Context: an optimization exercise on an open-source flow, tuned for small area, a short achievable clock period and few clock cycles. The choices shown serve that exercise and are no tape-out recipe.
At most, simulation tests tie the RTL to the original design; equivalence was not proved.
The RTL of run 7 was laid out without a check of its function.
Power figures rest on the tool's default switching activity, not on a simulated workload.

==> design.v <==
module cpu(
           input        clk,
           input        reset,
           input        prog_we,     
           input  [3:0] prog_addr,   
           input  [7:0] prog_data,   
           output [7:0] out,
           output       out_valid,   
           output       halt_o);     
   reg [127:0] mem;
   reg [7:0]  ir;       
   reg [3:0]  pc;       
   reg [7:0]  opr;      
   reg        e_ld;     
   reg        e_ar;     
   reg        e_sub;
   reg        e_sta;    
   reg        e_out;
   reg [7:0]  a;
   reg        c, z;
   reg [7:0]  oreg;
   reg        ovalid;
   reg        halted;
   wire [7:0] g = a & opr;
   wire [7:0] p = a | opr;
   wire       c1 = e_sub ? (a[0] | ~opr[0]) : (a[0] & opr[0]);
   wire [8:0] cy;
   genvar ci, cj;
   generate
      for (ci = 0; ci <= 8; ci = ci + 1) begin : cla
         if (ci == 0) begin : c0
            assign cy[0] = 1'b0;
         end else if (ci == 1) begin : c1b
            assign cy[1] = c1;
         end else begin : cn
            wire [ci-1:1] t;
            for (cj = 1; cj < ci; cj = cj + 1) begin : term
               if (cj == ci - 1) begin : last
                  assign t[cj] = g[cj];
               end else begin : mid
                  assign t[cj] = g[cj] & (&p[ci-1:cj+1]);
               end
            end
            assign cy[ci] = (|t) | (c1 & (&p[ci-1:1]));
         end
      end
   endgenerate
   wire [7:0] res = a ^ opr ^ cy[7:0];
   wire       c_new = cy[8] ^ e_sub;
   wire [7:0] kin = {a[6:1] | opr[6:1], e_sub | a[0], 1'b0};
   wire       z_new = &(~(a ^ opr ^ kin));
   wire       z_f = e_ar ? z_new : z;
   wire [3:0] op = ir[7:4];
   wire [3:0] n  = ir[3:0];
   wire d_lda = (op == 4'h1);
   wire d_add = (op == 4'h2);
   wire d_sub = (op == 4'h3);
   wire d_sta = (op == 4'h4);
   wire d_ldi = (op == 4'h5);
   wire d_jmp = (op == 4'h6);
   wire d_jc  = (op == 4'h7);
   wire d_jz  = (op == 4'h8);
   wire d_out = (op == 4'he);
   wire d_hlt = (op == 4'hf);
   wire hold  = d_hlt | (op >= 4'h9 && op <= 4'hd);
   wire uses_n = d_lda | d_add | d_sub | d_jmp | d_jc | d_jz;
   wire hz_n   = e_sta & (opr[3:0] == n) & uses_n;
   wire hz_p   = e_sta & (opr[3:0] == pc);
   wire st_p   = d_sta & (n == pc);
   wire [7:0] rd_n = mem[n*8 +: 8];
   wire [7:0] rd_p = mem[pc*8 +: 8];
   wire [3:0] n_inc  = {n[3] ^ (&n[2:0]), n[2] ^ (&n[1:0]), n[1] ^ n[0], ~n[0]};
   wire [3:0] pc_inc = {pc[3] ^ (&pc[2:0]), pc[2] ^ (&pc[1:0]), pc[1] ^ pc[0], ~pc[0]};
   wire       c_if1 = e_ar ? ~e_sub : c;
   wire       c_if0 = e_ar ?  e_sub : c;
   wire       jgo   = ~reset & ~hz_n;
   wire       jump1 = jgo & (d_jmp | (d_jc & c_if1) | (d_jz & z_f));
   wire       jump0 = jgo & (d_jmp | (d_jc & c_if0) | (d_jz & z_f));
   wire [7:0] ir_seq = reset ? 8'h00 : (hold | hz_n) ? ir : (st_p | hz_p) ? 8'h00 : rd_p;
   wire [3:0] pc_seq = reset ? 4'd0 : (hold | hz_n | st_p | hz_p) ? pc : pc_inc;
   wire [7:0] ir_1 = jump1 ? rd_n : ir_seq;
   wire [7:0] ir_0 = jump0 ? rd_n : ir_seq;
   wire [3:0] pc_1 = jump1 ? n_inc : pc_seq;
   wire [3:0] pc_0 = jump0 ? n_inc : pc_seq;
   always @(posedge clk) begin
      ir <= cy[8] ? ir_1 : ir_0;
      pc <= cy[8] ? pc_1 : pc_0;
   end
   always @(posedge clk) begin
      if (reset || hz_n) begin
         e_ld  <= 1'b0;
         e_ar  <= 1'b0;
         e_sub <= 1'b0;
         e_sta <= 1'b0;
         e_out <= 1'b0;
      end else begin
         e_ld  <= d_lda | d_ldi;
         e_ar  <= d_add | d_sub;
         e_sub <= d_sub;
         e_sta <= d_sta;
         e_out <= d_out;
      end
      opr <= (d_ldi | d_sta) ? {4'b0, n} : (d_sub ? {~rd_n[7:1], rd_n[0]} : rd_n);
   end
   wire       ar     = e_ar & ~reset;
   wire [7:0] a_oth  = reset ? 8'd0 : e_ld ? opr : a;
   always @(posedge clk) begin
      a <= ar ? res : a_oth;
      c <= ar ? c_new : (~reset & c);
      z <= ar ? z_new : (~reset & z);
      if (reset) begin
         oreg <= 8'd0;
         ovalid <= 1'b0;
         halted <= 1'b0;
      end else begin
         if (e_out)
           oreg <= a;
         ovalid <= e_out;
         if (d_hlt)
           halted <= 1'b1;
      end
   end
   wire       we    = reset ? prog_we : e_sta;
   wire [3:0] waddr = reset ? prog_addr : opr[3:0];
   wire [7:0] wdata = reset ? prog_data : a;
   genvar i;
   generate
      for (i = 0; i < 16; i = i + 1) begin : ram
         always @(posedge clk)
           if (we && waddr == i)
             mem[i*8 +: 8] <= wdata;
      end
   endgenerate
   assign out = oreg;
   assign out_valid = ovalid;
   assign halt_o = halted;
endmodule
==> flow/run.sh <==
#!/bin/bash
# Standard layout (standard synthesis unchanged), with these ORFS settings changed:
# - port buffers are sky130_fd_sc_hd__buf_2 instead of the default choice
#   (a slow delay cell), every port still gets its buffer;
# - the resizer may change a gate's size to one with another footprint;
# - clock tree synthesis adds no dummy loads.
set -euo pipefail
bash standard.sh MATCH_CELL_FOOTPRINT=0 "BUFFER_PORTS_ARGS=-buffer_cell sky130_fd_sc_hd__buf_2" \
  "CTS_ARGS=-sink_clustering_enable -repair_clock_nets -buf_list {sky130_fd_sc_hd__clkbuf_4 sky130_fd_sc_hd__clkbuf_8} -dont_use_dummy_load" \
  finish > make_finish.log 2>&1
==> standard.sh <==
#!/bin/bash
# synth_recipe.tcl (not shown) runs the flow's synth.tcl, then flattens the netlist and writes it again
# the make line also repeats each setting of config.mk as NAME=value (left out here)
make -C /OpenROAD-flow-scripts/flow DESIGN_CONFIG=/design/flow/config.mk WORK_HOME=/design/flow/orfs CLKGATE_MAP_FILE= SYNTH_SCRIPT=/design/flow/synth_recipe.tcl "${@:-finish}"
==> config.mk <==
export PLATFORM = sky130hd
export DESIGN_NAME = cpu
export DESIGN_NICKNAME = cpu
export VERILOG_FILES = /design/flow/design.v
export SDC_FILE = /design/flow/constraint.sdc
export NUM_CORES = 4
export LEC_CHECK = 0
export CAP_MARGIN = 20
export CORE_MARGIN = 2
export CORE_UTILIZATION = 50
export PLACE_DENSITY = 0.75
export SETUP_SLACK_MARGIN = 2.2
export SLEW_MARGIN = 20
export TNS_END_PERCENT = 5
==> constraint.sdc <==
create_clock -name core_clock -period 4.5 [get_ports {clk}]
set_input_delay 0.9000 -clock core_clock [delete_from_list [all_inputs] [get_ports {clk}]]
set_output_delay 0.9000 -clock core_clock [all_outputs]
set_load 0.01 [all_outputs]
==> results of run 1 <==
kinds of logic after synthesis:
| logic type | share of synthesized area, % |
|---|---|
| flip-flops | 53.8 |
| AO/OA/AOI/OAI | 6.41 |
| XOR/XNOR | 2.64 |
| buffers and inverters | 3.66 |
| AND/OR/NAND/NOR | 7.48 |
| adder cells (fa/ha/maj) | 2.74 |
| multiplexers | 23.2 |
layer usage:
| metal | part of all wire (%) | GRT usage [%] | vias up |
|---|---|---|---|
| met3 | 7.2 | 4.93 | 46 |
| li1 | - | - | 2520 |
| met5 | 0 | 0 | - |
| met1 | 40 | 32.0 | 2943 |
| met4 | 2.7 | 9.01 | 0 |
| met2 | 50 | 40.5 | 253 |
through the flow:
stage	setup slack [ns]	cells	utilization, %
2_1_floorplan	2.15	637	-
3_3_place_gp	1.50	852	53.5
3_5_place_dp	1.43	852	53.6
4_1_cts	2.10	894	57.3
5_1_grt	2.00	901	58.1
6_report	2.08	901	58.1
cell type report:
class	count	share of cell area (%)
multi-input combinational	390	40.6
inverter	31	1.19
tap	225	2.78
sequential	173	48.0
clock buffer	17	2.31
timing repair buffer	65	5.12
power by group through the flow:
| stage | Sequential [W] | Combinational (W) | Clock, W |
|---|---|---|---|
| final | 0.00222 | 0.00274 | 0.000822 |
| after global routing | 0.00224 | 0.00293 | 0.000897 |
| after CTS | 0.00221 | 0.00260 | 0.000828 |
| after detailed placement | 0.00228 | 0.00222 | 0 |
| after global placement | 0.00227 | 0.00217 | 0 |
| after floorplan | 0.00205 | 0.00191 | 0 |
placed cells by master, fill, tap and decap left out, types with 17 or more instances in the layout:
| cell | count |
|---|---|
| edfxtp_1 | 136 |
| mux4_2 | 72 |
| mux2i_1 | 39 |
| nor2_1 | 36 |
| buf_4 | 33 |
| nand2_1 | 28 |
| dfxtp_1 | 24 |
| buf_2 | 23 |
| inv_1 | 22 |
| a21oi_1 | 22 |
| o21ai_0 | 17 |
| xor2_1 | 17 |
| clkbuf_8 | 17 |
worst max-delay path, cell delays in order, from the launching register on:
cell and delay, ns:
edfxtp_1 0.44, inv_2 0.12, ha_4 0.17, nor4_2 0.06, a221o_1 0.36, a221oi_4 0.32
o21bai_2 0.12, buf_4 0.15, a31o_4 0.26, mux2_4 0.30
worst min path at each step:
stage / startpoint / endpoint
2_1_floorplan: c$_DFF_P_ / c$_DFF_P_
3_3_place_gp: halted$_SDFFE_PP0N_ / halted$_SDFFE_PP0N_
3_5_place_dp: halted$_SDFFE_PP0N_ / halted$_SDFFE_PP0N_
4_1_cts: halted$_SDFFE_PP0N_ / halted$_SDFFE_PP0N_
5_1_grt: halted$_SDFFE_PP0N_ / halted$_SDFFE_PP0N_
6_report: halted$_SDFFE_PP0N_ / halted$_SDFFE_PP0N_
flip-flops by register name (all words and copies together), names as in the netlist, 4 cells and up:
name / flops
a: 8
ir: 8
mem: 128
oreg: 8
pc: 4
opr: 8
Yosys cell counts (all sizes together), types with 3 or more instances:
cell type and number:
a211oi 8, a21oi 23, a31oi 8, buf 17, clkbuf 26, dfxtp 37
edfxtp 136, ha 18, inv 30, mux2 6, mux2i 39, mux4 72
nand2 28, nand2b 5, nand3 5, nor2 52, nor2b 17, nor3 5
nor3b 10, nor4 3, o21ai 25, o22ai 5, o31a 3, xnor2 10
xor2 17
timing repair:
| action | in CTS | in global routing |
|---|---|---|
| pin swaps | 13 | 5 |
| buffers inserted | 25 | 6 |
| gates resized for setup | 56 | 15 |
| gates cloned | 0 | 1 |
| endpoints found under the setup margin | 189 | 132 |
==> impl_metrics.ini, run 1 <==
[status]
status = no timing/DRC/antenna violations

[global_routing]
grt_start_max_net_pins = 62
antenna_found_initial = 0
grt_use_total_pct = 24.4
grt_first_pass_wirelength_um = 33200
grt_pass1_vias = 5692
gr-total-overflow = 0

[logic_synthesis]
yosysWarnings = 1
ys_ff_latch = 173
synth_top_cell_by_area = edfxtp_1
ys_top_cells_by_area = edfxtp_1, mux4_2, dfxtp_1
ys.flop_type = edfxtp_1
syn_inst = 637
syn-cell-area_um2 = 8960
ys_seq_area_share_pct = 53.8
yosysUniqueCellTypes = 60
syn-num-nets = 671
async_flop_share_pct = 0
yosysTopAreaCellShare_pct = 45.6
synth_edf_count = 136
syn_area_per_cell_um2 = 14.1

[place]
dp_hpwl_um = 14300
io_buffers = 24
place_area_um2 = 9330
place.gp.congestion = 0.897

[cells_and_area]
drive_above_1_share_pct = 33.9
design_area_um2 = 10100
layout.nets = 712
multi_input_area_um2 = 4110
regArea_um2 = 4850
insertedDiodeCount = 0
area_growth_pct = 12.9
nFillCells = 1317

[routing]
drt_first_pass_iters = 5
routed_wl_um = 21800
via_count = 5762
drc = 0
via_per_inst = 6.40
routedWlPerCell_um = 24.2
ant_nets = 0
drt_iter0_markers = 535

[clocking]
hold_buffers = 0
clock-sinks = 173
path_clk_slew_ns = 0.08
clockBufferDepth = 2
cts.htree.levels = 4
cts_root_buffer = clkbuf_8
cts_buffers = 17
cts_tree = yes
clk_latency_ns = 0.47

[floorplanning]
row_count = 48
die-area_um2 = 19000
core_area_um2 = 17400
die_h_um = 138
die_w_um = 138
boundaryPins = 25
start_util_pct = 51.5

[setup_path]
critical_path_required_ns = 4.84
cp.arrival_ns = 2.76
reg2reg_from = a[2]$_DFFE_PP_
endpoint = pc[1]$_DFF_P_
critPathLaunchType = flop
crit_start = a[2]$_DFFE_PP_
timing.rr.end = pc[1]$_DFF_P_
r2r_cells = 9
crit_fanout = 5
end_kind = flop
r2r_slack_ns = 2.08
critPathKind = flop to flop

[min_path]
hold_depth = 2
hp-class = flop to flop

[timing]
holdWs_ns = 0.488
rsz0062_at_grt = true
slew_viol_final = 0
tightestPinTransition_ns = 0.804
min_period_ns = 2.42
final.setup.tns_ns = 0
hold_viol = 0
skew_ns = 0.0262
slew_headroom_pct = 46.4
setup_viol = 0
final.period_utilization_pct = 53.7
fmax_ghz = 0.414

[power_and_ir_drop]
comb_power_share_pct = 47.4
netSwitchingFraction_pct = 37.2
sequentialPowerShare_pct = 38.4
netSwitchingPower_w = 0.00215
power.density_nw_per_um2 = 571
p_int_w = 0.00363
p_leak_nw = 3.34
p_total_w = 0.00578
ir_drop_v = 0.000309
p_clk_share_pct = 14.2

[job]
cap_violations = 0
Testbench counts, summed over its fixed seeds: cycles 34,429.
==> inputs of run 2 (changes only) <==
--- a/config.mk
+++ b/config.mk
@@ -7,8 +7,8 @@
 export LEC_CHECK = 0
 export CAP_MARGIN = 20
 export CORE_MARGIN = 2
-export CORE_UTILIZATION = 50
+export CORE_UTILIZATION = 40
 export PLACE_DENSITY = 0.75
-export SETUP_SLACK_MARGIN = 2.2
+export SETUP_SLACK_MARGIN = 2.3
 export SLEW_MARGIN = 20
 export TNS_END_PERCENT = 5
==> run 2 against run 1 <==
Effect of this change:
- highest routed layer unchanged
- power down 1.0%
- critical path depth unchanged
- largest cell class unchanged
- first-iteration DRC count grew 9.3%
- critical endpoint is now ir[2]$_DFF_P_
==> impl_metrics.ini, run 2 <==
[floorplanning]
die_w_um = 154
start_util_pct = 40.9
die_h_um = 154
die-area_um2 = 23600
boundaryPins = 25
row_count = 54
core_area_um2 = 21900

[timing]
min_period_ns = 2.46
fmax_ghz = 0.406
rsz0062_at_grt = true
skew_ns = 0.0384
slew_viol_final = 0
final.setup.tns_ns = 0
slew_headroom_pct = 27.8
hold_viol = 0
final.period_utilization_pct = 54.7
tightestPinTransition_ns = 1.08
setup_viol = 0

[place]
place.gp.congestion = 0.815
place_area_um2 = 9500
io_buffers = 24
dp_hpwl_um = 13900

[routing]
routedWlPerCell_um = 22.7
ant_nets = 0
drt_first_pass_iters = 5
routed_wl_um = 21700
via_per_inst = 5.86
via_count = 5591
drt_iter0_markers = 585
drc = 0

[power_and_ir_drop]
power.density_nw_per_um2 = 564
p_leak_nw = 3.33
ir_drop_v = 0.000241
p_clk_share_pct = 14.5
netSwitchingFraction_pct = 36.9
netSwitchingPower_w = 0.00211
p_int_w = 0.00361
comb_power_share_pct = 46.7
sequentialPowerShare_pct = 38.8

[logic_synthesis]
ys_ff_latch = 173
post-synth-top-count-cell = edfxtp_1
ys_top_cells_by_area = edfxtp_1, mux4_2, dfxtp_1
ys.flop_type = edfxtp_1
synth_common_cells = edfxtp_1, mux4_2, nor2_1
syn-cell-area_um2 = 8960
ys_seq_area_share_pct = 53.8
yosysUniqueCellTypes = 60
synth_top_cell_by_area = edfxtp_1
yosysTopAreaCellShare_pct = 45.6
synth_edf_count = 136
yosysWarnings = 1
syn-num-nets = 671
syn_inst = 637
async_flop_share_pct = 0
syn_area_per_cell_um2 = 14.1

[setup_path]
cpLargestDelayFamily = simple AND/OR/NAND/NOR gates
timing.rr.end = ir[2]$_DFF_P_
r2r_slack_ns = 2.04
critPathMaxStageDelay_ns = 0.44
critPathKind = flop to flop
critical_path_required_ns = 4.87
critPathLaunchType = flop
worstPathCellList = ha_2 > nor3b_1 > or3_4 > a221oi_4 > o21bai_2 > nor3b_2 > a31o_4 > buf_12 > mux2i_2
cp_slowest_cell = edfxtp_1
end_kind = flop
critPathBufInv = 1
cp.arrival_ns = 2.83
r2r_cells = 9
crit_fanout = 7
reg2reg_from = a[1]$_DFFE_PP_

[cells_and_area]
area_growth_pct = 13.2
insertedDiodeCount = 0
layout.nets = 710
layout_common_cells = edfxtp_1, mux4_2, mux2i_1, nor2_1, buf_4
design_area_um2 = 10100
nFillCells = 1882
regMostFlops = mem
drive_above_1_share_pct = 33.7
final_common_cell = edfxtp_1
largest_reg_flops = 128

[min_path]
min_to = halted$_SDFFE_PP0N_
hold_depth = 2
holdCritStartpoint = halted$_SDFFE_PP0N_
hp-class = flop to flop

[global_routing]
gr-total-overflow = 0
grt_start_max_net_pins = 50
grt_use_total_pct = 18.6
antenna_found_initial = 0
grt_first_pass_wirelength_um = 32800
grt_pass1_vias = 5579

[clocking]
clockBufferDepth = 2
clock-sinks = 173
cts.htree.levels = 4
path_clk_slew_ns = 0.07
cts_buffers = 17
clk_latency_ns = 0.48
cts_root_buffer = clkbuf_8
cts_tree = yes

[status]
status = no timing/DRC/antenna violations

[job]
cap_violations = 0
==> run 2: cell count changes in the layout (fill, tap and decap cells not counted), moves of 3 or more <==
cell and change:
buf_4 -3, buf_8 +3, ha_1 +3, nand2_1 -4, nand2_2 +4, o21ai_1 +4
==> run 2: tightest hold or removal path: stages (launching register included) <==
cell     delay [ns]
dfxtp_1        0.34
a41oi_1        0.05
nor2_1         0.07
==> run 2: cell type report <==
type	instances	area (µm²)	area share (%)
clock buffer	17	234	2.31
inverter	31	120	1.18
multi-input combinational	390	4100	40.4
sequential	173	4850	47.8
tap	280	350	3.45
timing repair buffer	63	487	4.80
==> run 2: power groups by stage <==
stage | Combinational [W] | Sequential, W | Clock (W)
after floorplan | 0.00197 | 0.00205 | 0
after global placement | 0.00223 | 0.00231 | 0
after detailed placement | 0.00226 | 0.00231 | 0
after CTS | 0.00255 | 0.00223 | 0.000838
after global routing | 0.00288 | 0.00224 | 0.000892
final | 0.00267 | 0.00222 | 0.000832
==> run 2: kinds of logic (layout without fill, tap and decap cells) <==
kind of cell | count (synthesis) | after routing | share of synthesized area (%)
fa+ha+maj | 19 | 19 | 2.74
flops | 173 | 173 | 53.8
compound gates | 90 | 90 | 6.41
mux | 117 | 117 | 23.2
simple gates | 137 | 137 | 7.48
xor+xnor | 27 | 27 | 2.64
buf+inv | 74 | 111 | 3.66
==> run 2: repair_timing <==
action	in CTS	in global routing
endpoints found under the setup margin	231	190
resized for setup	41	7
pin swaps	9	6
endpoints found under the hold margin	0	0
hold buffers	0	0
setup buffers	20	8
==> run 2: through the flow <==
step / cells / power (W) / hold slack [ns] / utilization, % / setup WS (ns)
2_1_floorplan: 637 / 0.00402 / 0.471 / - / 2.23
3_3_place_gp: 909 / 0.00454 / 0.466 / 43.4 / 1.44
3_5_place_dp: 909 / 0.00458 / 0.470 / 43.4 / 1.44
4_1_cts: 946 / 0.00562 / 0.490 / 45.9 / 2.04
5_1_grt: 954 / 0.00601 / 0.517 / 46.3 / 1.98
6_report: 954 / 0.00572 / 0.490 / 46.3 / 2.04
==> run 2: how the worst max path moves through the flow <==
stage	from	endpoint	slack (ns)	cells after the start
global placement	reset	mem[71]$_DFFE_PP_	1.44	4
global route	a[4]$_DFFE_PP_	pc[2]$_DFF_P_	1.98	9
detailed placement	reset	mem[71]$_DFFE_PP_	1.44	4
CTS	a[4]$_DFFE_PP_	ir[2]$_DFF_P_	2.04	10
floorplan	a[1]$_DFFE_PP_	pc[1]$_DFF_P_	2.23	9
finish	a[1]$_DFFE_PP_	ir[2]$_DFF_P_	2.04	9
==> run 2: metal layers <==
layer  global-route usage (%)  routed length [µm]  vias to the layer above
li1                         -                   -                     2509
met4                     7.30                 587                        0
met1                     25.2                9240                     2850
met3                     2.99                1170                       41
met2                     30.4               10700                      191
met5                        0                   0                        -
==> inputs of run 3 (changes only) <==
--- a/config.mk
+++ b/config.mk
@@ -9,6 +9,6 @@
 export CORE_MARGIN = 2
 export CORE_UTILIZATION = 40
 export PLACE_DENSITY = 0.75
-export SETUP_SLACK_MARGIN = 2.3
+export SETUP_SLACK_MARGIN = 2.1
 export SLEW_MARGIN = 20
 export TNS_END_PERCENT = 5
==> run 3 against run 2 <==
Effect of this change:
- clock skew down 0.0056 ns
- sequential power up 3%
- non-clock buffer count unchanged
- still clean on timing, DRC and antenna
- first-iteration DRC count down 7.2%
- largest power group unchanged
- register-to-register slack about the same
==> impl_metrics.ini, run 3 <==
[timing]
skew_ns = 0.0328
final.setup.tns_ns = 0
final.period_utilization_pct = 54.7
rsz0062_at_grt = true
setup_viol = 0
hold_viol = 0
slew_viol_final = 0
tightestPinTransition_ns = 0.835
fmax_ghz = 0.407
min_period_ns = 2.46
slew_headroom_pct = 44.1

[place]
io_buffers = 24
dp_hpwl_um = 13700
place.gp.congestion = 0.859

[logic_synthesis]
ys_seq_area_share_pct = 53.8
syn_inst = 637
yosysWarnings = 1
ys_ff_latch = 173
syn_area_per_cell_um2 = 14.1
synth_edf_count = 136
async_flop_share_pct = 0
synth_common_cells = edfxtp_1, mux4_2, nor2_1
ys.flop_type = edfxtp_1
syn-num-nets = 671
yosysUniqueCellTypes = 60
ys_top_cells_by_area = edfxtp_1, mux4_2, dfxtp_1
post-synth-top-count-cell = edfxtp_1
synth_top_cell_by_area = edfxtp_1
yosysTopAreaCellShare_pct = 45.6
syn-cell-area_um2 = 8960

[global_routing]
grt_first_pass_wirelength_um = 31400
gr-total-overflow = 0
grt_start_max_net_pins = 50
grt_use_total_pct = 17.7
grt_pass1_vias = 5376
antenna_found_initial = 0

[setup_path]
critPathLaunchType = flop
cp.arrival_ns = 2.79
cpLargestDelayFamily = simple AND/OR/NAND/NOR gates
crit_fanout = 5
critPathKind = flop to flop
critical_path_required_ns = 4.83
worstPathCellList = inv_2 > ha_4 > xor2_1 > nand4_1 > nor4_4 > o21ai_0 > o21ai_1 > a31o_4 > mux2_2
critPathMaxStageDelay_ns = 0.44
critPathBufInv = 1
end_kind = flop
cp_slowest_cell = edfxtp_1

[clocking]
clock-sinks = 173
hold_buffers = 0
path_clk_slew_ns = 0.07
cts_tree = yes
clockBufferDepth = 2
clk_latency_ns = 0.47
cts.htree.levels = 4
cts_root_buffer = clkbuf_8
cts_buffers = 17

[cells_and_area]
insertedDiodeCount = 0
final_common_cell = edfxtp_1
area_growth_pct = 11.1
regMostFlops = mem
largest_reg_flops = 128
layout.nets = 710
layout_common_cells = edfxtp_1, mux4_2, nor2_1, mux2i_1, buf_4
drive_above_1_share_pct = 29.8

[floorplanning]
die_h_um = 154
core_area_um2 = 21900
row_count = 54
die-area_um2 = 23600
die_w_um = 154
start_util_pct = 40.9
boundaryPins = 25

[power_and_ir_drop]
ir_drop_v = 0.000206
netSwitchingPower_w = 0.00206
comb_power_share_pct = 44.9
p_clk_share_pct = 14.6
sequentialPowerShare_pct = 40.6
power.density_nw_per_um2 = 565
p_int_w = 0.00357
netSwitchingFraction_pct = 36.7
p_total_w = 0.00563
p_leak_nw = 3.31

[min_path]
hp-class = flop to flop

[routing]
ant_nets = 0
routed_wl_um = 20800
drt_first_pass_iters = 7
routedWlPerCell_um = 21.9
via_count = 5548
via_per_inst = 5.82
drc = 0
drt_iter0_markers = 543

[status]
status = no timing/DRC/antenna violations

[job]
cap_violations = 0
-- run 3: worst reg2reg max path, cell delays in order, from the launching register on --
cell and delay (ns):
edfxtp_1 0.44, inv_2 0.13, ha_4 0.21, xor2_1 0.17, nand4_1 0.17, nor4_4 0.38, o21ai_0 0.13, o21ai_1 0.14
a31o_4 0.23, mux2_2 0.34
-- run 3: stage by stage --
| step | setup slack [ns] | hold WS (ns) | std cells | area [µm²] | utilization (%) |
|---|---|---|---|---|---|
| 6_report | 2.04 | 0.481 | 954 | 9950 | 45.5 |
| 5_1_grt | 1.93 | 0.530 | 954 | 9950 | 45.5 |
| 3_5_place_dp | 1.61 | 0.472 | 914 | 9370 | 42.8 |
| 3_3_place_gp | 1.58 | 0.458 | 914 | 9370 | 42.8 |
| 4_1_cts | 2.00 | 0.490 | 939 | 9720 | 44.4 |
| 2_1_floorplan | 1.98 | 0.471 | 637 | 8980 | - |
-- run 3: final timing paths --
path	slack, ns	depth (start not counted)	to	start
setup reg to reg	2.04	9	pc[1]$_DFF_P_	a[5]$_DFFE_PP_
hold reg to reg	0.48	2	halted$_SDFFE_PP0N_	halted$_SDFFE_PP0N_
setup / recovery	2.04	9	pc[1]$_DFF_P_	a[5]$_DFFE_PP_
hold / removal	0.48	2	halted$_SDFFE_PP0N_	halted$_SDFFE_PP0N_
-- run 3: kinds of logic (layout without fill, tap and decap cells) --
logic type,count (synthesis),after routing,synth area share [%]
DFF,173,173,53.8
buffers and inverters,74,111,3.66
xor gates and xnor gates,27,27,2.64
muxes,117,117,23.2
adders and majority gates,19,19,2.74
AOI/OAI and AO/OA,90,90,6.41
and+or+nand+nor,137,137,7.48
-- run 3: power by group through the flow --
stage / registers, W / logic [W] / clock network, W
after floorplan: 0.00205 / 0.00189 / 0
after global placement: 0.00233 / 0.00213 / 0
after detailed placement: 0.00234 / 0.00215 / 0
after CTS: 0.00229 / 0.00227 / 0.000829
after global routing: 0.00231 / 0.00270 / 0.000891
final: 0.00228 / 0.00253 / 0.000819
-- run 3: repair_timing --
item / CTS / global route
buffers inserted: 8 / 15
endpoints found under the hold margin: 0 / 0
resized for setup: 15 / 28
pin swaps: 1 / 10
setup endpoints to repair: 20 / 65
-- run 3: cell type report --
cell class,instances,area [µm²]
Sequential cell,173,4860
Tap cell,280,350
Timing Repair Buffer,63,444
Clock buffer,17,234
Inverter,31,120
Multi-Input combinational cell,390,3950
Fill cell,1913,11900
-- run 3: routing by layer --
metal	wire length [µm]	vias to the layer above	global-route usage, %
met5	0	-	0
met4	500	0	6.07
met3	1430	36	4.54
met2	10000	194	27.9
met1	8880	2804	24.0
li1	-	2514	-
==> inputs of run 4 (changes only) <==
--- a/config.mk
+++ b/config.mk
@@ -8,7 +8,7 @@
 export CAP_MARGIN = 20
 export CORE_MARGIN = 2
 export CORE_UTILIZATION = 40
-export PLACE_DENSITY = 0.75
-export SETUP_SLACK_MARGIN = 2.1
+export PLACE_DENSITY = 0.68
+export SETUP_SLACK_MARGIN = 2.2
 export SLEW_MARGIN = 20
 export TNS_END_PERCENT = 5
==> run 4 against run 3 <==
Effect of this change:
- utilization rose by 0.78 points
- sequential power fell by 3%
- still clean
- worst setup slack improved by 0.063 ns
- largest power group unchanged
==> impl_metrics.ini, run 4 <==
[logic_synthesis]
synthXorXnorAreaFrac_pct = 2.64
syn_inst = 637
yosysTopAreaCellShare_pct = 45.6
syn-cell-area_um2 = 8960
synth-compound-area-share_pct = 6.41
ys_seq_area_share_pct = 53.8
synth_edf_count = 136
synth_top_cell_by_area = edfxtp_1
ys_top_cells_by_area = edfxtp_1, mux4_2, dfxtp_1
synth_simple_gate_area_share_pct = 7.48
synth_adder_area_share_pct = 2.74
yosysWarnings = 1
synth_common_cells = edfxtp_1, mux4_2, nor2_1
synthMuxAreaShare_pct = 23.2
synth_top_family_by_area = multiplexers
async_flop_share_pct = 0
ys_ff_latch = 173
syn-num-nets = 671
syn_area_per_cell_um2 = 14.1
post-synth-top-count-cell = edfxtp_1
ys.flop_type = edfxtp_1
yosysUniqueCellTypes = 60

[power_and_ir_drop]
p_total_w = 0.00571
ir_drop_v = 0.000221
p_leak_nw = 3.33
power.density_nw_per_um2 = 564

[routing]
via_count = 5651
drt_first_pass_iters = 5
ant_nets = 0
routedWlPerCell_um = 22.6
via_per_inst = 5.90
drt_iter0_markers = 491
drc = 0
routed_wl_um = 21600

[setup_path]
critical_path_required_ns = 4.86
critPathKind = flop to flop
worstPathCellList = ha_2 > nor3b_1 > or3_4 > a221oi_4 > o21bai_4 > nor3b_2 > a31o_4 > buf_12 > mux2i_1
end_kind = flop
reg2reg_from = a[1]$_DFFE_PP_
r2r_cells = 9
timing.rr.end = ir[3]$_DFF_P_
endpoint = ir[3]$_DFF_P_
r2r_slack_ns = 2.10
crit_fanout = 8
cp_slowest_cell = edfxtp_1
critPathMaxStageDelay_ns = 0.45
critPathLaunchType = flop
crit_start = a[1]$_DFFE_PP_
cp.arrival_ns = 2.76

[cells_and_area]
regMostFlops = mem
largest_reg_flops = 128
layout.nets = 713
insertedDiodeCount = 0
nFillCells = 1876
multi_input_area_um2 = 4090
utilization_pct = 46.3
drive_above_1_share_pct = 34.0
layout_common_cells = edfxtp_1, mux4_2, mux2i_1, buf_4, nor2_1
area_growth_pct = 13.0
regArea_um2 = 4850
final_common_cell = edfxtp_1

[timing]
tightestPinTransition_ns = 0.714
setup_slack_ns = 2.10
setup_viol = 0
final.setup.tns_ns = 0
skew_ns = 0.0260
slew_headroom_pct = 52.4
slew_viol_final = 0
min_period_ns = 2.40
fmax_ghz = 0.417
rsz0062_at_grt = true
hold_viol = 0
final.period_utilization_pct = 53.3
holdWs_ns = 0.476

[global_routing]
grt_use_total_pct = 18.5
grt_pass1_vias = 5701
grt_start_max_net_pins = 41
gr-total-overflow = 0
grt_first_pass_wirelength_um = 33300
antenna_found_initial = 0

[clocking]
cts_root_buffer = clkbuf_8
cts_tree = yes
clk_latency_ns = 0.45
cts_buffers = 17
clock-sinks = 173
path_clk_slew_ns = 0.08
cts.htree.levels = 4
clockBufferDepth = 2
hold_buffers = 0

[place]
dp_hpwl_um = 14500
place_ws_ns = 1.55
place.gp.congestion = 0.857
io_buffers = 24

[job]
cap_violations = 0

[floorplanning]
die_h_um = 154
core_area_um2 = 21900
die_w_um = 154
row_count = 54
boundaryPins = 25
die-area_um2 = 23600
start_util_pct = 40.9

[min_path]
hp-class = flop to flop

[status]
status = no timing/DRC/antenna violations
==> run 4: cell types whose count changed in the layout (fill, tap and decap cells not counted), moves of 2 or more <==
cell | previous run | this run
inv_1 | 24 | 21
buf_12 | 0 | 2
o21ai_1 | 1 | 4
ha_2 | 1 | 3
nor2_2 | 3 | 7
o21ai_0 | 24 | 15
ha_1 | 12 | 9
nor2_4 | 2 | 10
o21ai_2 | 0 | 6
nor2_1 | 47 | 35
inv_2 | 6 | 9
buf_4 | 35 | 37
==> run 4: worst max-delay path: cells and delay by family, from the launching register on <==
kind / cells / cell delay (ns)
buf+inv: 1 / 0.15
mux: 1 / 0.20
simple gates: 3 / 0.70
compound gates: 3 / 0.60
fa+ha+maj: 1 / 0.23
flops: 1 / 0.45
==> run 4: worst min path at each step <==
stage	startpoint	to	slack, ns	cells after the start
floorplan	c$_DFF_P_	c$_DFF_P_	0.47	2
global placement	halted$_SDFFE_PP0N_	halted$_SDFFE_PP0N_	0.46	2
detailed placement	halted$_SDFFE_PP0N_	halted$_SDFFE_PP0N_	0.47	2
CTS	halted$_SDFFE_PP0N_	halted$_SDFFE_PP0N_	0.49	2
global route	oreg[0]$_SDFFE_PP0P_	oreg[0]$_SDFFE_PP0P_	0.52	2
finish	halted$_SDFFE_PP0N_	halted$_SDFFE_PP0N_	0.48	2
==> run 4: cells by family (layout without fill, tap and decap cells) <==
| logic type | Yosys count | count (layout) |
|---|---|---|
| flops | 173 | 173 |
| compound gates | 90 | 90 |
| xor+xnor | 27 | 27 |
| simple gates | 137 | 137 |
| buf+inv | 74 | 114 |
| fa+ha+maj | 19 | 19 |
| mux | 117 | 117 |
==> run 4: report_power, final <==
group	internal (W)	switching (W)	leakage (nW)
Combinational	0.00132	0.00137	1.66
Sequential	0.00196	0.000257	1.55
Clock	0.000334	0.000476	0.122
Total	0.00361	0.00210	3.33
==> run 4: per-layer routing <==
metal  GRT usage (%)  vias to the layer above  part of all wire (%)
li1                -                     2511                     -
met1            24.6                     2930                    42
met2            30.6                      172                    50
met3            3.58                       38                   5.4
met4            6.47                        0                   2.4
met5               0                        -                     0
==> run 4: timing repair <==
item	in CTS	in global routing
pin swaps	9	10
setup endpoints to repair	60	89
buffers inserted	20	9
resized for setup	53	8
==> run 4: cell type report <==
class	count	area share, %
Sequential cell	173	47.9
Clock buffer	17	2.31
Multi-Input combinational cell	390	40.4
Inverter	31	1.19
Timing Repair Buffer	66	4.72
Tap cell	280	3.46
==> run 4: metrics by stage <==
stage / cell area (µm²) / std cells
finish: 10100 / 957
detailed placement: 9420 / 911
CTS: 10000 / 948
global placement: 9420 / 911
floorplan: 9070 / 637
global route: 10100 / 957
==> inputs of run 5 (changes only) <==
--- a/config.mk
+++ b/config.mk
@@ -8,7 +8,7 @@
 export CAP_MARGIN = 20
 export CORE_MARGIN = 2
 export CORE_UTILIZATION = 40
-export PLACE_DENSITY = 0.68
+export PLACE_DENSITY = 0.75
 export SETUP_SLACK_MARGIN = 2.2
 export SLEW_MARGIN = 20
 export TNS_END_PERCENT = 5
==> run 5 against run 4 <==
Effect of this change:
- hold slack gained 0.018 ns
- still clean on timing, DRC and antenna
- final cell count decreased by 0.52%
- first-iteration DRC count is 17% higher
- power decreased by 1.1%
- critical endpoint is now ir[6]$_DFF_P_
- largest cell class unchanged
==> impl_metrics.ini, run 5 <==
[logic_synthesis]
synth_adder_area_share_pct = 2.74
ys_top_cells_by_area = edfxtp_1, mux4_2, dfxtp_1
ys_ff_latch = 173
async_flop_share_pct = 0
syn_inst = 637
syn_area_per_cell_um2 = 14.1
synthXorXnorAreaFrac_pct = 2.64
ys_seq_area_share_pct = 53.8
synth_edf_count = 136
synth-compound-area-share_pct = 6.41
synth_top_family_by_area = multiplexers
syn-cell-area_um2 = 8960
yosysWarnings = 1
synth_top_cell_by_area = edfxtp_1
syn-num-nets = 671
synthMuxAreaShare_pct = 23.2
synth_common_cells = edfxtp_1, mux4_2, nor2_1
ys.flop_type = edfxtp_1
yosysTopAreaCellShare_pct = 45.6
post-synth-top-count-cell = edfxtp_1
synth_simple_gate_area_share_pct = 7.48
yosysUniqueCellTypes = 60

[setup_path]
r2r_slack_ns = 2.10
r2r_cells = 10
timing.rr.end = ir[6]$_DFF_P_
critPathMaxStageDelay_ns = 0.41
crit_cells = 10
critPathLaunchType = flop
crit_fanout = 6
reg2reg_from = a[1]$_DFFE_PP_
cp_slowest_cell = edfxtp_1
cpLargestDelayFamily = compound AO/OA/AOI/OAI gates
endpoint = ir[6]$_DFF_P_
cp.arrival_ns = 2.75
crit_start = a[1]$_DFFE_PP_
critPathKind = flop to flop
end_kind = flop
worstPathCellList = inv_2 > ha_4 > nor2b_1 > o31a_1 > nor4_4 > o21ai_0 > o21ai_1 > a31o_4 > buf_12 > mux2i_2
critical_path_required_ns = 4.86
critPathBufInv = 2

[cells_and_area]
regMostFlops = mem
nFillCells = 1910
insertedDiodeCount = 0
utilization_pct = 46.1
layout.nets = 708
drive_above_1_share_pct = 32.9
area_growth_pct = 12.7
largest_reg_flops = 128
final_common_cell = edfxtp_1
layout_common_cells = edfxtp_1, mux4_2, mux2i_1, nor2_1, nand2_1

[power_and_ir_drop]
p_total_w = 0.00565
ir_drop_v = 0.000264
p_leak_nw = 3.31
power.density_nw_per_um2 = 560

[place]
place.gp.congestion = 0.864
dp_hpwl_um = 13800
io_buffers = 24

[global_routing]
grt_use_total_pct = 17.9
grt_first_pass_wirelength_um = 31800
antenna_found_initial = 0
gr-total-overflow = 0
grt_start_max_net_pins = 45
grt_pass1_vias = 5367

[routing]
via_count = 5515
wl_met2_um = 10200
routedWlPerCell_um = 21.8
met1_length_um = 9060
routed_wl_um = 20800
via_per_inst = 5.79
wl_met3_um = 1260
drt_iter0_markers = 574
drt_first_pass_iters = 5
drc = 0
routed.top_layer = met4
ant_nets = 0

[floorplanning]
die_h_um = 154
core_area_um2 = 21900
boundaryPins = 25
start_util_pct = 40.9
die-area_um2 = 23600
die_w_um = 154
row_count = 54

[min_path]
hp-class = flop to flop
hold_depth = 2

[timing]
min_period_ns = 2.40
slew_viol_final = 0
fmax_ghz = 0.417
setup_viol = 0
rsz0062_at_grt = true
final.setup.tns_ns = 0
skew_ns = 0.0358
tightestPinTransition_ns = 1.05
slew_headroom_pct = 29.7
holdWs_ns = 0.494
hold_viol = 0
final.period_utilization_pct = 53.2

[clocking]
clockBufferDepth = 2
cts_buffers = 17
cts_tree = yes
clk_latency_ns = 0.46
path_clk_slew_ns = 0.09
cts_root_buffer = clkbuf_8
cts.htree.levels = 4
clock-sinks = 173

[status]
status = no timing/DRC/antenna violations

[job]
cap_violations = 0
-- run 5: logic make-up after synthesis --
family | Yosys count
compound gates | 90
fa+ha+maj | 19
mux | 117
flops | 173
simple gates | 137
xor+xnor | 27
buf+inv | 74
-- run 5: worst min-delay path by stage --
stage	from	endpoint	slack, ns
after floorplan	c$_DFF_P_	c$_DFF_P_	0.47
after global placement	oreg[0]$_SDFFE_PP0P_	oreg[0]$_SDFFE_PP0P_	0.47
after detailed placement	oreg[3]$_SDFFE_PP0P_	oreg[3]$_SDFFE_PP0P_	0.48
after CTS	oreg[3]$_SDFFE_PP0P_	oreg[3]$_SDFFE_PP0P_	0.50
after global routing	halted$_SDFFE_PP0N_	halted$_SDFFE_PP0N_	0.55
final	oreg[3]$_SDFFE_PP0P_	oreg[3]$_SDFFE_PP0P_	0.49
-- run 5: cell type report --
class | instances | area, µm² | area share [%]
Tap cell | 280 | 350 | 3.47
Inverter | 31 | 120 | 1.19
Clock buffer | 17 | 234 | 2.32
Multi-Input combinational cell | 390 | 4090 | 40.5
Sequential cell | 173 | 4850 | 48.0
Timing Repair Buffer | 61 | 455 | 4.51
-- run 5: metrics by stage --
stage	setup slack [ns]	std cells	cell area, µm²
after floorplan	2.15	637	9070
after global placement	1.60	912	9430
after detailed placement	1.57	912	9430
after CTS	2.10	944	9990
after global routing	2.03	952	10100
final	2.10	952	10100
-- run 5: where the power goes --
group          switching, W  internal (W)
combinational       0.00134       0.00129
clock              0.000480      0.000334
sequential         0.000251       0.00196
total               0.00207       0.00358
-- run 5: metal layers --
metal	GRT usage (%)	up-vias
met4	4.50	0
met5	0	-
li1	-	2513
met2	28.8	178
met1	25.2	2809
met3	3.69	15
-- run 5: worst min-delay path, delay by kind of cell, from the launching register on --
| family | cells | cell delay (ns) |
|---|---|---|
| flops | 1 | 0.32 |
| mux | 1 | 0.06 |
| simple gates | 1 | 0.07 |
-- run 5: what timing repair did --
item	in CTS	in global routing
hold buffers	0	0
endpoints found under the setup margin	45	144
pin swaps	13	4
resized for setup	47	14
buffers inserted	15	8
==> inputs of run 6 (changes only) <==
--- a/config.mk
+++ b/config.mk
@@ -8,6 +8,7 @@
 export CAP_MARGIN = 20
 export CORE_MARGIN = 2
 export CORE_UTILIZATION = 40
+export GPL_ROUTABILITY_DRIVEN = 0
 export PLACE_DENSITY = 0.75
 export SETUP_SLACK_MARGIN = 2.2
 export SLEW_MARGIN = 20
==> run 6 against run 5 <==
Effect of this change:
- still clean on timing, DRC and antenna
- clock-buffer cell count unchanged
- sequential share of layout area stayed put
- non-clock buffer count is the same
- cell area unchanged
- first-iteration DRC count is the same
- worst setup slack is the same
- die area did not move
- maximum frequency did not move
- combinational power about the same
- flip-flop and latch count is the same
- routed wire length stayed put
==> impl_metrics.ini, run 6 <==
[clocking]
cts_root_buffer = clkbuf_8
clockBufferDepth = 2
cts_tree = yes
cts_buffers = 17
hold_buffers = 0
clock-sinks = 173
cts.htree.levels = 4
path_clk_slew_ns = 0.09
clk_latency_ns = 0.46

[setup_path]
critPathKind = flop to flop
cpLargestDelayFamily = compound AO/OA/AOI/OAI gates
cp.arrival_ns = 2.75
end_kind = flop
critPathMaxStageDelay_ns = 0.41
worstPathCellList = inv_2 > ha_4 > nor2b_1 > o31a_1 > nor4_4 > o21ai_0 > o21ai_1 > a31o_4 > buf_12 > mux2i_2
critPathBufInv = 2
crit_fanout = 6
critPathLaunchType = flop
cp_slowest_cell = edfxtp_1
critical_path_required_ns = 4.86

[routing]
routed_wl_um = 20800
via_count = 5515
drt_first_pass_iters = 5
drt_iter0_markers = 574
drc = 0
routedWlPerCell_um = 21.8
ant_nets = 0
via_per_inst = 5.79

[timing]
holdWs_ns = 0.494
slew_viol_final = 0
final.period_utilization_pct = 53.2
setup_viol = 0
rsz0062_at_grt = true
min_period_ns = 2.40
fmax_ghz = 0.417
final.setup.tns_ns = 0
skew_ns = 0.0358
slew_headroom_pct = 29.7
hold_viol = 0
tightestPinTransition_ns = 1.05

[power_and_ir_drop]
ir_drop_v = 0.000264
p_leak_nw = 3.31
power.density_nw_per_um2 = 560

[logic_synthesis]
post-synth-top-count-cell = edfxtp_1
ys_seq_area_share_pct = 53.8
synth_edf_count = 136
ys_ff_latch = 173
yosysWarnings = 1
async_flop_share_pct = 0
syn_area_per_cell_um2 = 14.1
syn-num-nets = 671
synth_top_cell_by_area = edfxtp_1
syn_inst = 637
syn-cell-area_um2 = 8960
yosysTopAreaCellShare_pct = 45.6
ys_top_cells_by_area = edfxtp_1, mux4_2, dfxtp_1
yosysUniqueCellTypes = 60
synth_common_cells = edfxtp_1, mux4_2, nor2_1
ys.flop_type = edfxtp_1

[cells_and_area]
regMostFlops = mem
drive_above_1_share_pct = 32.9
area_growth_pct = 12.7
utilization_pct = 46.1
final_cells = 952
largest_reg_flops = 128
insertedDiodeCount = 0
layout.nets = 708
layout_common_cells = edfxtp_1, mux4_2, mux2i_1, nor2_1, nand2_1
nFillCells = 1910
final_common_cell = edfxtp_1
design_area_um2 = 10100

[job]
cap_violations = 0

[floorplanning]
die_w_um = 154
die_h_um = 154
row_count = 54
core_area_um2 = 21900
boundaryPins = 25
start_util_pct = 40.9
die-area_um2 = 23600

[place]
dp_hpwl_um = 13800
io_buffers = 24
place_area_um2 = 9430
dp_cells = 912

[global_routing]
grt_start_max_net_pins = 45
grt_use_total_pct = 17.9
grt_pass1_vias = 5367
antenna_found_initial = 0
grt_first_pass_wirelength_um = 31800
gr-total-overflow = 0

[min_path]
hp-class = flop to flop

[status]
status = no timing/DRC/antenna violations
## run 6: cell counts after synthesis
Identical to the previous run, type by type.
## run 6: final cells by class
cell class / count / area [µm²] / share of cell area, %
sequential: 173 / 4850 / 48.0
multi-input combinational: 390 / 4090 / 40.5
timing repair buffer: 61 / 455 / 4.51
tap: 280 / 350 / 3.47
clock buffer: 17 / 234 / 2.32
inverter: 31 / 120 / 1.19
## run 6: cells by family (layout without fill, tap and decap cells)
kind of cell             after synthesis  after routing  synth area share (%)
XOR/XNOR                              27             27                  2.64
flip-flops                           173            173                  53.8
buffers and inverters                 74            109                  3.66
AND/OR/NAND/NOR                      137            137                  7.48
multiplexers                         117            117                  23.2
AO/OA/AOI/OAI                         90             90                  6.41
adder cells (fa/ha/maj)               19             19                  2.74
## run 6: worst paths after layout
check | from | cells after the start | to | slack (ns)
min reg2reg | oreg[3]$_SDFFE_PP0P_ | 2 | oreg[3]$_SDFFE_PP0P_ | 0.49
min | oreg[3]$_SDFFE_PP0P_ | 2 | oreg[3]$_SDFFE_PP0P_ | 0.49
max | a[1]$_DFFE_PP_ | 10 | ir[6]$_DFF_P_ | 2.10
max reg2reg | a[1]$_DFFE_PP_ | 10 | ir[6]$_DFF_P_ | 2.10
## run 6: worst reg2reg max path: stages (launching register included)
cell,delay [ns]
edfxtp_1,0.41
inv_2,0.07
ha_4,0.27
nor2b_1,0.04
o31a_1,0.26
nor4_4,0.35
o21ai_0,0.12
o21ai_1,0.16
a31o_4,0.25
buf_12,0.14
mux2i_2,0.21
## run 6: routing by layer
layer / wire length (µm) / GRT usage (%) / share of wire, %
met3: 1260 / 3.69 / 6.0
met1: 9060 / 25.2 / 44
met4: 230 / 4.50 / 1.1
met2: 10200 / 28.8 / 49
met5: 0 / 0 / 0
## run 6: where the power goes
group,leakage (nW),switching (W),internal [W]
clock network,0.122,0.000480,0.000334
logic,1.64,0.00134,0.00129
registers,1.55,0.000251,0.00196
## run 6: what timing repair did
action / 4_1_cts / 5_1_grt
pin swaps: 13 / 4
buffers inserted: 15 / 8
endpoints found under the setup margin: 45 / 144
hold endpoints to repair: 0 / 0
resized for setup: 47 / 14
## run 6: through the flow
step	total power (W)	setup WS, ns
6_report	0.00565	2.10
5_1_grt	0.00596	2.03
4_1_cts	0.00558	2.10
3_5_place_dp	0.00451	1.57
3_3_place_gp	0.00447	1.60
2_1_floorplan	0.00396	2.15
==> inputs of run 7 (changes only) <==
--- a/design.v
+++ b/design.v
@@ -50,6 +50,14 @@
    wire [7:0] kin = {a[6:1] | opr[6:1], e_sub | a[0], 1'b0};
    wire       z_new = &(~(a ^ opr ^ kin));
    wire       z_f = e_ar ? z_new : z;
+   function [7:0] ram_rd(input [127:0] m, input [3:0] ad);
+      integer k;
+      begin
+         ram_rd = 8'd0;
+         for (k = 0; k < 16; k = k + 1)
+           ram_rd = ram_rd | (m[k*8 +: 8] & {8{ad == k}});
+      end
+   endfunction
    wire [3:0] op = ir[7:4];
    wire [3:0] n  = ir[3:0];
    wire d_lda = (op == 4'h1);
@@ -67,8 +75,8 @@
    wire hz_n   = e_sta & (opr[3:0] == n) & uses_n;
    wire hz_p   = e_sta & (opr[3:0] == pc);
    wire st_p   = d_sta & (n == pc);
-   wire [7:0] rd_n = mem[n*8 +: 8];
-   wire [7:0] rd_p = mem[pc*8 +: 8];
+   wire [7:0] rd_n = ram_rd(mem, n);
+   wire [7:0] rd_p = ram_rd(mem, pc);
    wire [3:0] n_inc  = {n[3] ^ (&n[2:0]), n[2] ^ (&n[1:0]), n[1] ^ n[0], ~n[0]};
    wire [3:0] pc_inc = {pc[3] ^ (&pc[2:0]), pc[2] ^ (&pc[1:0]), pc[1] ^ pc[0], ~pc[0]};
    wire       c_if1 = e_ar ? ~e_sub : c;
--- a/config.mk
+++ b/config.mk
@@ -8,8 +8,7 @@
 export CAP_MARGIN = 20
 export CORE_MARGIN = 2
 export CORE_UTILIZATION = 40
-export GPL_ROUTABILITY_DRIVEN = 0
-export PLACE_DENSITY = 0.75
+export CTS_BUF_LIST = sky130_fd_sc_hd__clkbuf_4 sky130_fd_sc_hd__clkbuf_8
 export SETUP_SLACK_MARGIN = 2.2
 export SLEW_MARGIN = 20
 export TNS_END_PERCENT = 5
==> run 7 against run 6 <==
Effect of this change:
- sequential share of layout area shrank 1.5 points
- flip-flop and latch count is the same
- clock skew shrank 0.0093 ns
- cell area grew 3.7%
- combinational power grew about 40%
- clock power grew 3.4%
- global-route usage grew 5.6 points
- clock-buffer cell count is the same
- routed wire length grew 36%
- utilization grew 0.55 points
- highest routed layer unchanged
==> impl_metrics.ini, run 7 <==
[clocking]
path_clk_slew_ns = 0.08
clock-sinks = 173
clockBufferDepth = 2
cts.htree.levels = 4
clk_latency_ns = 0.48
hold_buffers = 0
cts_buffers = 17
cts_tree = yes
cts_root_buffer = clkbuf_8

[timing]
skew_ns = 0.0266
final.period_utilization_pct = 56.6
slew_viol_final = 0
final.setup.tns_ns = 0
rsz0062_at_grt = true
slew_headroom_pct = 47.7
tightestPinTransition_ns = 0.784
hold_viol = 0
setup_slack_ns = 1.95
min_period_ns = 2.55
fmax_ghz = 0.393
setup_viol = 0

[place]
io_buffers = 24
place.gp.congestion = 0.879
dp_hpwl_um = 17900
place_ws_ns = 1.36

[status]
status = no timing/DRC/antenna violations

[global_routing]
grt_start_max_net_pins = 49
grt_first_pass_wirelength_um = 41600
grt_use_total_pct = 23.5
grt_pass1_vias = 6674
gr-total-overflow = 0
antenna_found_initial = 0

[logic_synthesis]
ys_seq_area_share_pct = 53.3
ys_top_cells_by_area = edfxtp_1, dfxtp_1, mux2_2
ys_ff_latch = 173
yosysTopAreaCellShare_pct = 45.1
synth_edf_count = 136
syn_area_per_cell_um2 = 11.4
async_flop_share_pct = 0
syn-cell-area_um2 = 9050
syn_inst = 796
post-synth-top-count-cell = edfxtp_1
syn-num-nets = 836
yosysUniqueCellTypes = 68
yosysWarnings = 1
ys.flop_type = edfxtp_1
synth_common_cells = edfxtp_1, nor2_1, nand2_1
synth_top_cell_by_area = edfxtp_1

[routing]
routedWlPerCell_um = 25.0
ant_nets = 0
via_count = 7062
drc = 0
routed_wl_um = 28300
drt_iter0_markers = 917
drt_first_pass_iters = 9
via_per_inst = 6.26

[cells_and_area]
area_growth_pct = 15.8
final_common_cell = edfxtp_1
regMostFlops = mem
layout_common_cells = edfxtp_1, buf_4, nand2_1, nor2_1, a21oi_1
largest_reg_flops = 128
drive_above_1_share_pct = 27.5
layout.nets = 886
insertedDiodeCount = 0

[floorplanning]
die_w_um = 154
row_count = 55
die-area_um2 = 23800
core_area_um2 = 22400
boundaryPins = 25
die_h_um = 154
start_util_pct = 40.3

[power_and_ir_drop]
p_leak_nw = 3.62
power.density_nw_per_um2 = 649
ir_drop_v = 0.000193

[setup_path]
end_kind = flop
crit_fanout = 48
critPathKind = input port to flop
cp.arrival_ns = 2.61
critical_path_required_ns = 4.57
critPathLaunchType = input port

[min_path]
hp-class = flop to flop

[job]
cap_violations = 0
==> run 7: cell count changes in the layout (fill, tap and decap cells not counted), moves of 14 or more <==
cell      previous run  this run
a21oi_1             22        38
a222oi_1             0        19
a22oi_1              0        34
buf_4               26        59
mux2_2               3        32
mux4_2              72         2
nand2_1             28        57
nand3_1              5        19
nor2_1              36        52
==> run 7: final timing paths <==
check | from | slack (ns) | to | cells after the start
max | reset | 1.95 | mem[60]$_DFFE_PP_ | 5
min | oreg[7]$_SDFFE_PP0P_ | 0.49 | oreg[7]$_SDFFE_PP0P_ | 2
max reg2reg | ir[3]$_DFF_P_ | 1.98 | ir[7]$_DFF_P_ | 8
min reg2reg | oreg[7]$_SDFFE_PP0P_ | 0.49 | oreg[7]$_SDFFE_PP0P_ | 2
==> run 7: kinds of logic (layout without fill, tap and decap cells) <==
kind of cell,count (synthesis),count (layout),synth area share [%]
xor+xnor,30,30,2.90
compound gates,213,214,17.1
mux,75,75,9.22
buf+inv,91,138,4.12
fa+ha+maj,25,25,3.54
flops,173,173,53.3
simple gates,189,189,9.75
==> run 7: final cells by class <==
cell class                 instances  area (µm²)
multi-input combinational        533        4220
fill                            2024       12000
clock buffer                      17         234
tap                              285         357
inverter                          30         118
sequential                       173        4870
timing repair buffer              91         671
==> run 7: critical path, cell delays in order <==
cell,delay (ns)
buf_2,0.20
buf_4,0.48
nand2_1,0.10
o32a_1,0.31
nor2_2,0.61
==> run 7: report_power, final <==
part           switching, W  internal [W]
registers          0.000290       0.00198
logic               0.00201       0.00167
clock network      0.000508      0.000334
total               0.00281       0.00399
==> run 7: stage by stage <==
step           std cells  util (%)  hold slack, ns  area (µm²)  total power [W]
6_report            1129      46.7           0.491       10500          0.00680
5_1_grt             1129      46.7           0.529       10500          0.00712
4_1_cts             1110      45.3           0.486       10200          0.00636
3_5_place_dp        1071      42.6           0.469        9560          0.00524
3_3_place_gp        1071      42.6           0.466        9560          0.00523
2_1_floorplan        796         -           0.442        9150          0.00440
==> run 7: timing repair <==
item | 4_1_cts | 5_1_grt
gates cloned | 1 | 0
gates resized for setup | 56 | 43
pin swaps | 14 | 22
buffers inserted | 21 | 19
endpoints found under the setup margin | 118 | 138
==> run 7: routing by layer <==
layer | GRT usage (%) | vias up | part of all wire (%)
met5 | 0 | - | 0
met4 | 8.64 | 0 | 2.9
met3 | 4.17 | 57 | 8.5
met2 | 36.9 | 397 | 46
met1 | 32.8 | 3477 | 42
li1 | - | 3131 | -
==> inputs of run 8 (changes only) <==
--- a/design.v
+++ b/design.v
@@ -50,14 +50,6 @@
    wire [7:0] kin = {a[6:1] | opr[6:1], e_sub | a[0], 1'b0};
    wire       z_new = &(~(a ^ opr ^ kin));
    wire       z_f = e_ar ? z_new : z;
-   function [7:0] ram_rd(input [127:0] m, input [3:0] ad);
-      integer k;
-      begin
-         ram_rd = 8'd0;
-         for (k = 0; k < 16; k = k + 1)
-           ram_rd = ram_rd | (m[k*8 +: 8] & {8{ad == k}});
-      end
-   endfunction
    wire [3:0] op = ir[7:4];
    wire [3:0] n  = ir[3:0];
    wire d_lda = (op == 4'h1);
@@ -75,8 +67,8 @@
    wire hz_n   = e_sta & (opr[3:0] == n) & uses_n;
    wire hz_p   = e_sta & (opr[3:0] == pc);
    wire st_p   = d_sta & (n == pc);
-   wire [7:0] rd_n = ram_rd(mem, n);
-   wire [7:0] rd_p = ram_rd(mem, pc);
+   wire [7:0] rd_n = mem[n*8 +: 8];
+   wire [7:0] rd_p = mem[pc*8 +: 8];
    wire [3:0] n_inc  = {n[3] ^ (&n[2:0]), n[2] ^ (&n[1:0]), n[1] ^ n[0], ~n[0]};
    wire [3:0] pc_inc = {pc[3] ^ (&pc[2:0]), pc[2] ^ (&pc[1:0]), pc[1] ^ pc[0], ~pc[0]};
    wire       c_if1 = e_ar ? ~e_sub : c;
==> flow/run.sh (replaced) <==
#!/bin/bash
# Standard layout (standard synthesis unchanged), with two ORFS settings changed:
# - port buffers are sky130_fd_sc_hd__buf_2 instead of the default choice
#   (a slow delay cell), every port still gets its buffer;
# - the resizer may change a gate's size to one with another footprint.
set -euo pipefail
bash standard.sh MATCH_CELL_FOOTPRINT=0 "BUFFER_PORTS_ARGS=-buffer_cell sky130_fd_sc_hd__buf_2" finish > make_finish.log 2>&1
==> run 8 against run 7 <==
Effect of this change:
- still clean on timing, DRC and antenna
- final cell count shrank 14%
- critical path depth grew 1
- non-clock buffer count down 22
- hold slack got worse by 0.0048 ns
- cell area shrank 1.1%
- clock skew fell by 0.013 ns
- sequential power fell by 2%
- clock-buffer cell count is the same
- global-route usage shrank 4.3 points
- register-to-register slack better by 0.095 ns
- first-iteration DRC count decreased by 59%
- worst setup slack better by 0.12 ns
- critical endpoint is now opr[5]$_SDFF_PP0_
- largest cell class unchanged
- highest routed layer unchanged
==> impl_metrics.ini, run 8 <==
[status]
status = no timing/DRC/antenna violations

[logic_synthesis]
synth_top_cell_by_area = edfxtp_1
ys_ff_latch = 173
ys_seq_area_share_pct = 53.8
syn_inst = 637
yosysWarnings = 1
post-synth-top-count-cell = edfxtp_1
ys.flop_type = edfxtp_1
ys_top_cells_by_area = edfxtp_1, mux4_2, dfxtp_1
syn-cell-area_um2 = 8960
synth_common_cells = edfxtp_1, mux4_2, nor2_1
async_flop_share_pct = 0
yosysUniqueCellTypes = 60
syn_area_per_cell_um2 = 14.1
synth_edf_count = 136
syn-num-nets = 671
yosysTopAreaCellShare_pct = 45.6

[timing]
fmax_ghz = 0.412
rsz0062_at_grt = true
hold_viol = 0
tightestPinTransition_ns = 0.696
final.setup.tns_ns = 0
min_period_ns = 2.42
setup_viol = 0
holdWs_ns = 0.486
final.period_utilization_pct = 53.9
slew_headroom_pct = 53.6
skew_ns = 0.0138
slew_viol_final = 0

[power_and_ir_drop]
power.density_nw_per_um2 = 589
netSwitchingPower_w = 0.00237
netSwitchingFraction_pct = 38.9
p_clk_share_pct = 19.4
ir_drop_v = 0.000258
p_leak_nw = 3.44
sequentialPowerShare_pct = 36.5
comb_power_share_pct = 44.1
p_total_w = 0.00610
p_int_w = 0.00373

[place]
io_buffers = 24
place_area_um2 = 9450
dp_hpwl_um = 14700
place.gp.congestion = 0.840

[setup_path]
reg2reg_from = ir[1]$_DFF_P_
cp.arrival_ns = 2.80
critPathKind = flop to flop
endpoint = opr[5]$_SDFF_PP0_
r2r_cells = 6
crit_start = ir[1]$_DFF_P_
timing.rr.end = opr[5]$_SDFF_PP0_
critical_path_required_ns = 4.87
crit_fanout = 30
r2r_slack_ns = 2.08
end_kind = flop
critPathLaunchType = flop

[min_path]
holdCritStartpoint = halted$_SDFFE_PP0N_
hp-class = flop to flop

[routing]
routed_wl_um = 22400
drt_first_pass_iters = 5
ant_nets = 0
via_count = 5665
drc = 0
routedWlPerCell_um = 23.0
via_per_inst = 5.81
drt_iter0_markers = 375

[clocking]
clk_latency_ns = 0.48
clock-sinks = 173
cts.htree.levels = 4
cts_tree = yes
cts_buffers = 17
clockBufferDepth = 2
path_clk_slew_ns = 0.11
cts_root_buffer = clkbuf_8

[cells_and_area]
drive_above_1_share_pct = 35.0
final_common_cell = edfxtp_1
layout_common_cells = edfxtp_1, mux4_2, mux2i_1, nor2_1, buf_4
layout.nets = 716
insertedDiodeCount = 0
area_growth_pct = 15.6
multi_input_area_um2 = 4050
regArea_um2 = 4850
regMostFlops = mem
design_area_um2 = 10400
largest_reg_flops = 128
nFillCells = 1906

[global_routing]
grt_first_pass_wirelength_um = 33900
gr-total-overflow = 0
grt_pass1_vias = 5732
grt_use_total_pct = 19.2
grt_start_max_net_pins = 39
antenna_found_initial = 0

[floorplanning]
start_util_pct = 40.9
die_w_um = 154
die-area_um2 = 23600
core_area_um2 = 21900
row_count = 54
boundaryPins = 25
die_h_um = 154

[job]
cap_violations = 0
## run 8: changes by cell type in the layout (fill, tap and decap cells not counted), moves of 14 or more
cell / delta
mux2_2: -29
a222oi_1: -19
nand2_1: -29
mux4_2: +70
buf_4: -24
nor2_1: -16
a21oi_1: -16
nand3_1: -14
a22oi_1: -34
## run 8: logic make-up (layout without fill, tap and decap cells)
| kind of cell | after synthesis | in the layout | share of synthesized area (%) |
|---|---|---|---|
| buffers and inverters | 74 | 132 | 3.66 |
| adder cells (fa/ha/maj) | 19 | 19 | 2.74 |
| XOR/XNOR | 27 | 27 | 2.64 |
| multiplexers | 117 | 117 | 23.2 |
| AND/OR/NAND/NOR | 137 | 137 | 7.48 |
| AO/OA/AOI/OAI | 90 | 90 | 6.41 |
| flip-flops | 173 | 173 | 53.8 |
## run 8: metrics by stage
step | setup slack, ns | std cells | utilization (%)
floorplan | 2.15 | 637 | -
global placement | 1.47 | 913 | 43.1
detailed placement | 1.46 | 914 | 43.2
CTS | 2.08 | 965 | 46.6
global route | 2.00 | 975 | 47.3
finish | 2.08 | 975 | 47.3
## run 8: final cells by class
type	count	area share, %
clock inverter	15	1.93
multi-input combinational	390	39.1
tap	280	3.38
clock buffer	17	2.26
sequential	173	46.9
timing repair buffer	69	5.28
inverter	31	1.16
## run 8: how the worst min path moves through the flow
stage,end,slack (ns),cells after the start
floorplan,c$_DFF_P_,0.47,2
detailed placement,halted$_SDFFE_PP0N_,0.46,2
CTS,halted$_SDFFE_PP0N_,0.49,2
global route,halted$_SDFFE_PP0N_,0.53,2
finish,halted$_SDFFE_PP0N_,0.49,2
global placement,halted$_SDFFE_PP0N_,0.46,2
## run 8: power groups by stage
| stage | registers (W) | logic (W) | clock network, W |
|---|---|---|---|
| CTS | 0.00225 | 0.00255 | 0.00120 |
| global route | 0.00226 | 0.00291 | 0.00126 |
| finish | 0.00223 | 0.00269 | 0.00118 |
| floorplan | 0.00205 | 0.00191 | 0 |
| detailed placement | 0.00231 | 0.00225 | 0 |
| global placement | 0.00230 | 0.00221 | 0 |
## run 8: worst max-delay path, cell delays in order (launching register included)
cell     delay (ns)
dfxtp_2        0.49
buf_6          0.36
mux4_2         0.39
mux4_2         0.58
nor2_1         0.13
a21oi_1        0.05
o21ai_0        0.29
## run 8: what timing repair did
item                                    4_1_cts  5_1_grt
hold buffers                                  0        0
resized for setup                            41       15
endpoints found under the setup margin       20      156
cloned                                        0        1
buffers inserted                             19        9
pin swaps                                    10        7
## run 8: metal layers
metal / share of wire, % / wire length [µm] / vias to the layer above / track usage, %
met2: 50 / 11200 / 162 / 31.8
met4: 1.7 / 373 / 0 / 4.85
li1: - / - / 2543 / -
met1: 43 / 9720 / 2930 / 25.9
met3: 5.2 / 1170 / 30 / 4.28
met5: 0 / 0 / - / 0
Testbench counts of run 8, summed over its fixed seeds: cycles 34,429.

## what the ideal ports hide
The results above use ideal ports. As a check the final layouts listed here were re-extracted and re-timed, cells and wires unchanged. Step 1, drivers: a clkbuf_16 drives clk and a buf_2 each remaining input, both assumed. Step 2 also shifts input and output timing later by t, the mid clock arrival at the registers, as if the neighbouring blocks saw the same clock. Slacks: no drivers / after step 1 / after step 2; pairs: no drivers / after step 1.
run | t (ns) | setup slack, ns | slew at the worst register clock pin (ns)
run 1 | 0.504 | 2.082 / 2.082 / 1.713 | 0.09 / 0.09
run 2 | 0.495 | 2.040 / 2.040 / 1.620 | 0.11 / 0.11
run 3 | 0.500 | 2.040 / 2.040 / 1.601 | 0.10 / 0.10
run 4 | 0.484 | 2.103 / 2.103 / 1.691 | 0.09 / 0.09
run 5 | 0.485 | 2.104 / 2.104 / 1.662 | 0.10 / 0.10
run 6 | 0.485 | 2.104 / 2.104 / 1.662 | 0.10 / 0.10
run 7 | 0.494 | 1.954 / 1.964 / 1.470 | 0.11 / 0.11
run 8 | 0.520 | 2.075 / 2.075 / 1.692 | 0.12 / 0.12
After both steps setup and hold are still met in every run listed. The setup slack of run 7, which loses most, moves by +0.010 ns with the drivers and by -0.484 ns with both steps.
